Source: an optimization exercise on an open RTL-to-GDS flow (aim: small area). Production flows keep margins and buffers that such runs may drop. Only simulation tests tie the RTL to the original design; equivalence was not proved.

==> module mdu_rows, before the edit <==
module mdu_rows #(parameter int TLO = 0, THI = 15) (
  input  logic [TLO:0] rin, input logic [15-TLO:15-THI] abit, input logic [15:0] b, input logic b16, input logic mul, input logic big,
  output logic [15-TLO:15-THI] q, output logic [THI+1:0] rout);
  logic [16:0] hz;    
  always_comb begin
    hz[16] = ~big;
    for (int k = 15; k >= 0; k--) hz[k] = hz[k+1] & ~b[k];
  end
  genvar t, k;
  generate for (t = TLO; t <= THI; t++) begin : row
    logic [t+1:0] s, yv, sm, r;
    logic [t+2:0] c;
    logic sel, m;
    assign m = abit[15-t] | ~mul;      
    assign s[0] = ~abit[15-t] & ~mul;  
    if (t == TLO) begin : f
      assign s[t+1:1] = rin;
    end else begin : n
      assign s[t+1:1] = row[t-1].r;
    end
    for (k = 0; k <= t + 1; k++) begin : bitk
      if (k < 16) begin : lo
        assign yv[k] = m & b[k];
      end else begin : hi
        assign yv[k] = m & b16;
      end
    end
    assign c[0] = 1'b0;
    for (k = 0; k <= t + 1; k++) begin : add
      assign sm[k] = s[k] ^ yv[k] ^ c[k];
      assign c[k+1] = (s[k] & yv[k]) | (s[k] & c[k]) | (yv[k] & c[k]);
    end
    assign q[15-t] = hz[t+1] & ~c[t+1];
    assign sel = mul | q[15-t];
    assign r = {sm[t+1], sel ? sm[t:0] : s[t:0]};
  end endgenerate
  assign rout = row[THI].r;
endmodule
==> module ERM16_microprocessor, before the edit <==
module ERM16_microprocessor (input logic init,clk,input logic [15:0] DI,output logic [15:0] ADDR_BUS,DO,output logic wrmem,ioe,intreq);
  logic we3, rst, hlt, wrpc, pcen, prefix, jump, ch, ret, wrflags, seladdr, flagbit;
  logic [1:0] spc_b;
  logic stwr;
  logic [4:0] func;
  logic [6:0]  q_ir;
  logic [8:0]  q_op;
  logic [15:0] RD1, RD2, a, b, imm, PC, A_ALU, B_ALU, y, WD3;
  logic bh;
  logic [2:0]  A1, A3;
  logic [5:0]  flags, flags_in;
  logic [12:0] rs;
  logic mdld;
  always_ff @(posedge clk) begin
    {q_ir, q_op[5:0]} <= mdld ? rs : {DI[15:9], DI[5:0]};
    q_op[8:6] <= DI[8:6];
  end
  assign imm = {{10{q_op[5]}}, q_op[5:0]};
  assign A1  = ret ? 3'b111 : q_op[8:6];
  assign A3  = ch  ? 3'b111 : q_op[8:6];
  always_comb begin
    WD3 = stwr ? DI : y;
  end
  logic md_e, mul_e, sh_e;
  logic [15:0] boh, bin;
  logic b16e, bz;
  assign md_e  = (func == 5'b00010) | (func == 5'b00011) | (func == 5'b00100) | (func[4:1] == 4'b0011);
  assign mul_e = (func == 5'b00010) | (func == 5'b00110);
  assign sh_e  = (func[4:1] == 4'b0011);
  logic bhi, bige, bigs;
  assign bhi = (B_ALU[15:4] != 12'd0);
  always_comb
    for (int i = 0; i < 16; i++) boh[i] = !bhi && (B_ALU[3:0] == 4'(i));
  assign b16e = sh_e & (B_ALU == 16'd16);
  assign bin  = sh_e ? boh : B_ALU;
  logic v1, v2, m1, qs1, k1, a_stale, smul;
  logic [2:0] d1;
  logic [12:0] R;           
  logic [15:0] X;           
  logic [6:0]  rin0;
  logic [5:0]  abs;
  logic [15:10] qs;
  logic [3:0]  q3;
  logic [16:0] r3o;
  logic [15:0] mdres;
  assign smul = v1 ? m1 : mul_e;
  assign mdld = md_e | v1;
  assign R    = {q_ir, q_op[5:0]};
  assign rin0 = v1 ? R[6:0] : {7{~mul_e}};    
  assign abs  = v1 ? X[15:10] : a[15:10];
  assign bige = sh_e & bhi;
  assign bigs = v1 ? (k1 & bz) : bige;
  mdu_rows #(6, 11)  mdus(.rin(rin0), .abit(abs), .b(bin), .b16(1'b0), .mul(smul), .big(bigs), .q(qs), .rout(rs));
  mdu_rows #(12, 15) mdu3(.rin(R), .abit(X[15:12]), .b(b), .b16(bh), .mul(m1), .big(k1 & bz), .q(q3), .rout(r3o));
  always_ff @(posedge clk) begin
    v1 <= md_e;
    v2 <= v1 & ~rst;
    if (md_e) begin
      m1 <= mul_e; qs1 <= (func == 5'b00011) | (func == 5'b00111); k1 <= sh_e; d1 <= A3;
    end
    X <= {v1 ? X[9:0] : a[9:0], qs};
    a_stale <= (A1 == d1);
  end
  assign bz = (b == 16'd0);
  assign mdres = qs1 ? {X[11:0], q3} : (r3o[15:0] ^ {16{~m1}});
  logic fwd1, rf_we;
  logic [2:0] rf_wa;
  logic [15:0] rf_wd;
  assign fwd1  = v2 & (A1 == d1);
  assign rf_we = (we3 & ~md_e) | v2;
  assign rf_wa = v2 ? d1 : A3;
  assign rf_wd = WD3;    
  reg_file regfile(.clk(clk), .rst(rst), .RA1(A1), .RA2(q_op[5:3]), .WA3(rf_wa), .WE3(rf_we), .WD3(rf_wd), .RD1(RD1), .RD2(RD2));
  always_ff @(posedge clk) begin
    if (rst) a <= 16'h0; else a <= fwd1 ? mdres : RD1;
    b <= (md_e | v1) ? bin : RD2;
    bh <= md_e ? b16e : bh;
  end
  assign A_ALU = wrflags ? a : PC;
  always_comb begin
    case (spc_b)
      2'd0:    B_ALU = b;
      2'd1:    B_ALU = imm;
      default: B_ALU = 16'd2;
    endcase
  end
  alu16 ALU(.a(A_ALU), .b(B_ALU), .func(func), .f3in(flags[3]), .md_v(v2), .md_res(mdres), .flagsout(flags_in), .y(y));
  always_ff @(posedge clk) begin
    if (rst) flags <= 6'h0;
    else if (wrflags) flags <= flags_in;
    else if (v2 & m1 & ~k1) flags[4] <= r3o[16];
    else if (v2 & m1 & k1) flags[3] <= r3o[16];
  end
  muxflags mux_Jcc(.DI(flags), .sel(jsel), .DO(flagbit));
  logic [2:0] jsel;
  always_ff @(posedge clk) begin
    if (rst) PC <= 16'h0;
    else if (pcen) PC <= jump ? (prefix ? imm : a) : y;
  end
  always_ff @(posedge clk) begin
    if (rst) ADDR_BUS <= 16'h0; else ADDR_BUS <= seladdr ? b : PC;
    if (rst) DO <= 16'h0; else if (!hlt) DO <= (v2 & a_stale) ? mdres : a;
  end
  control_unit cb(.opcode(q_ir), .clk(clk), .state_flag_bit(flagbit), .init(init),
    .wrmem(wrmem), .ioe(ioe), .intreq(intreq), .we3(we3), .rst(rst), .hlt(hlt), .wrpc(wrpc), .pcen(pcen),
    .prefix(prefix), .jump(jump), .ch(ch), .ret(ret), .wrflags(wrflags), .seladdr(seladdr),
    .jsel(jsel), .func(func), .stwr(stwr), .spc_b(spc_b));
endmodule
==> flow/config.mk <==
export PLATFORM = sky130hd
export DESIGN_NAME = ERM16_microprocessor
export DESIGN_NICKNAME = ERM16_microprocessor
export VERILOG_FILES = /design/flow/design.v
export SDC_FILE = /design/flow/constraint.sdc
export NUM_CORES = 4
export LEC_CHECK = 0
export ABC_AREA = 1
export CAP_MARGIN = 20
export CORE_MARGIN = 2
export CORE_UTILIZATION = 55
export CTS_BUF_LIST = sky130_fd_sc_hd__clkbuf_8
export CTS_CLUSTER_DIAMETER = 60
export CTS_CLUSTER_SIZE = 16
export PLACE_DENSITY = 0.7
export SLEW_MARGIN = 20
==> flow/constraint.sdc <==
create_clock -name core_clock -period 30.0 [get_ports {clk}]
set_input_delay 6.0000 -clock core_clock [delete_from_list [all_inputs] [get_ports {clk}]]
set_output_delay 6.0000 -clock core_clock [all_outputs]
set_load 0.01 [all_outputs]
standard.sh (not shown) runs the stock make flow with config.mk's settings and CLKGATE_MAP_FILE= SYNTH_SCRIPT=/design/flow/synth_recipe.tcl, a recipe that flattens the netlist after the stock synthesis.
==> flow/flow/run.sh <==
#!/bin/bash
# The standard layout (standard.sh, unchanged), with two settings passed to ORFS:
# - the input and output port buffers are made from the smallest buffer cell (every port
#   still gets its own buffer);
set -euo pipefail
export BUFFER_PORTS_ARGS="-buffer_cell sky130_fd_sc_hd__buf_1"
export CTS_ARGS="-sink_clustering_enable -repair_clock_nets -sink_clustering_size 16 -sink_clustering_max_diameter 60 -buf_list sky130_fd_sc_hd__clkbuf_8 -dont_use_dummy_load"
bash standard.sh > standard_flow.log 2>&1
Edit:
--- a/flow/design.v
+++ b/flow/design.v
@@ -76,9 +76,9 @@
 endmodule
 module mdu_rows #(parameter int TLO = 0, THI = 15) (
-  input  logic [TLO:0] rin, input logic [15-TLO:15-THI] abit, input logic [15:0] b, input logic b16, input logic mul, input logic big,
+  input  logic [TLO:0] rin, input logic [15-TLO:15-THI] abit, input logic [15:0] b, input logic b16, input logic mul,
   output logic [15-TLO:15-THI] q, output logic [THI+1:0] rout);
   logic [16:0] hz;    
   always_comb begin
-    hz[16] = ~big;
+    hz[16] = 1'b1;
     for (int k = 15; k >= 0; k--) hz[k] = hz[k+1] & ~b[k];
   end
@@ -87,7 +87,6 @@
     logic [t+1:0] s, yv, sm, r;
     logic [t+2:0] c;
-    logic sel, m;
-    assign m = abit[15-t] | ~mul;      
-    assign s[0] = ~abit[15-t] & ~mul;  
+    logic sel;
+    assign s[0] = ~mul & abit[15-t];
     if (t == TLO) begin : f
       assign s[t+1:1] = rin;
@@ -97,17 +96,17 @@
     for (k = 0; k <= t + 1; k++) begin : bitk
       if (k < 16) begin : lo
-        assign yv[k] = m & b[k];
+        assign yv[k] = mul ? (abit[15-t] & b[k]) : ~b[k];
       end else begin : hi
-        assign yv[k] = m & b16;
+        assign yv[k] = mul ? (abit[15-t] & b16) : 1'b1;
       end
     end
-    assign c[0] = 1'b0;
+    assign c[0] = ~mul;
     for (k = 0; k <= t + 1; k++) begin : add
       assign sm[k] = s[k] ^ yv[k] ^ c[k];
       assign c[k+1] = (s[k] & yv[k]) | (s[k] & c[k]) | (yv[k] & c[k]);
     end
-    assign q[15-t] = hz[t+1] & ~c[t+1];
+    assign q[15-t] = hz[t+1] & c[t+1];
     assign sel = mul | q[15-t];
-    assign r = {sm[t+1], sel ? sm[t:0] : s[t:0]};
+    assign r = sel ? sm : s;
   end endgenerate
   assign rout = row[THI].r;
@@ -241,9 +240,7 @@
   logic [2:0]  A1, A3;
   logic [5:0]  flags, flags_in;
-  logic [12:0] rs;
-  logic mdld;
   always_ff @(posedge clk) begin
-    {q_ir, q_op[5:0]} <= mdld ? rs : {DI[15:9], DI[5:0]};
-    q_op[8:6] <= DI[8:6];
+    q_ir <= DI[15:9];
+    q_op <= DI[8:0];
   end
   assign imm = {{10{q_op[5]}}, q_op[5:0]};
@@ -259,8 +256,6 @@
   assign mul_e = (func == 5'b00010) | (func == 5'b00110);
   assign sh_e  = (func[4:1] == 4'b0011);
-  logic bhi, bige, bigs;
-  assign bhi = (B_ALU[15:4] != 12'd0);
   always_comb
-    for (int i = 0; i < 16; i++) boh[i] = !bhi && (B_ALU[3:0] == 4'(i));
+    for (int i = 0; i < 16; i++) boh[i] = (B_ALU[15:4] == 12'd0) && (B_ALU[3:0] == 4'(i));
   assign b16e = sh_e & (B_ALU == 16'd16);
   assign bin  = sh_e ? boh : B_ALU;
@@ -272,16 +267,13 @@
   logic [5:0]  abs;
   logic [15:10] qs;
+  logic [12:0] rs;
   logic [3:0]  q3;
   logic [16:0] r3o;
   logic [15:0] mdres;
   assign smul = v1 ? m1 : mul_e;
-  assign mdld = md_e | v1;
-  assign R    = {q_ir, q_op[5:0]};
-  assign rin0 = v1 ? R[6:0] : {7{~mul_e}};    
+  assign rin0 = v1 ? R[6:0] : 7'd0;
   assign abs  = v1 ? X[15:10] : a[15:10];
-  assign bige = sh_e & bhi;
-  assign bigs = v1 ? (k1 & bz) : bige;
-  mdu_rows #(6, 11)  mdus(.rin(rin0), .abit(abs), .b(bin), .b16(1'b0), .mul(smul), .big(bigs), .q(qs), .rout(rs));
-  mdu_rows #(12, 15) mdu3(.rin(R), .abit(X[15:12]), .b(b), .b16(bh), .mul(m1), .big(k1 & bz), .q(q3), .rout(r3o));
+  mdu_rows #(6, 11)  mdus(.rin(rin0), .abit(abs), .b(bin), .b16(1'b0), .mul(smul), .q(qs), .rout(rs));
+  mdu_rows #(12, 15) mdu3(.rin(R), .abit(X[15:12]), .b(b), .b16(bh), .mul(m1), .q(q3), .rout(r3o));
   always_ff @(posedge clk) begin
     v1 <= md_e;
@@ -290,9 +282,10 @@
       m1 <= mul_e; qs1 <= (func == 5'b00011) | (func == 5'b00111); k1 <= sh_e; d1 <= A3;
     end
+    R <= rs;
     X <= {v1 ? X[9:0] : a[9:0], qs};
     a_stale <= (A1 == d1);
   end
   assign bz = (b == 16'd0);
-  assign mdres = qs1 ? {X[11:0], q3} : (r3o[15:0] ^ {16{~m1}});
+  assign mdres = qs1 ? ((k1 & bz) ? 16'd0 : {X[11:0], q3}) : r3o[15:0];
   logic fwd1, rf_we;
   logic [2:0] rf_wa;
After rerunning:
- wire length goes down by 0.52%
- final area came out higher by 3.8%
- clock skew went up by 0.039 ns
- synthesized cell count is higher by about 3.6%
- count of clock-buffer cells in the layout is higher by 1
- final cell count came out higher by about 3%
- non-clock buffer count fell by 3
- setup slack gets better by 0.42 ns
- first-iteration DRC count rose by 0.86%

-- what the ideal ports hide --
No port has a modelled driver above. Below, the same layouts with a new extraction and two added sets of constraints.
Step 1 assumes that a clkbuf_16 drives the clock port and a buf_2 every other input.
Step 2 times the ports against the registers' clock, not the clock port: input delays grow and output delays shrink by t, the midpoint of the rising clock arrivals with the driver on.
a / b / c = no drivers / after step 1 / after step 2; a / b = the first two.
run	shift t [ns]	setup slack, ns	hold WS [ns]	worst setup path after step 2	worst data-port slew with drivers (ns)
the first run	0.662	2.321 / 2.321 / 2.321	0.469 / 0.469 / 0.469	register to register	0.04
the second run	0.669	2.744 / 2.744 / 2.744	0.420 / 0.420 / 0.420	register to register	0.03
After both steps every run listed still meets setup and hold.
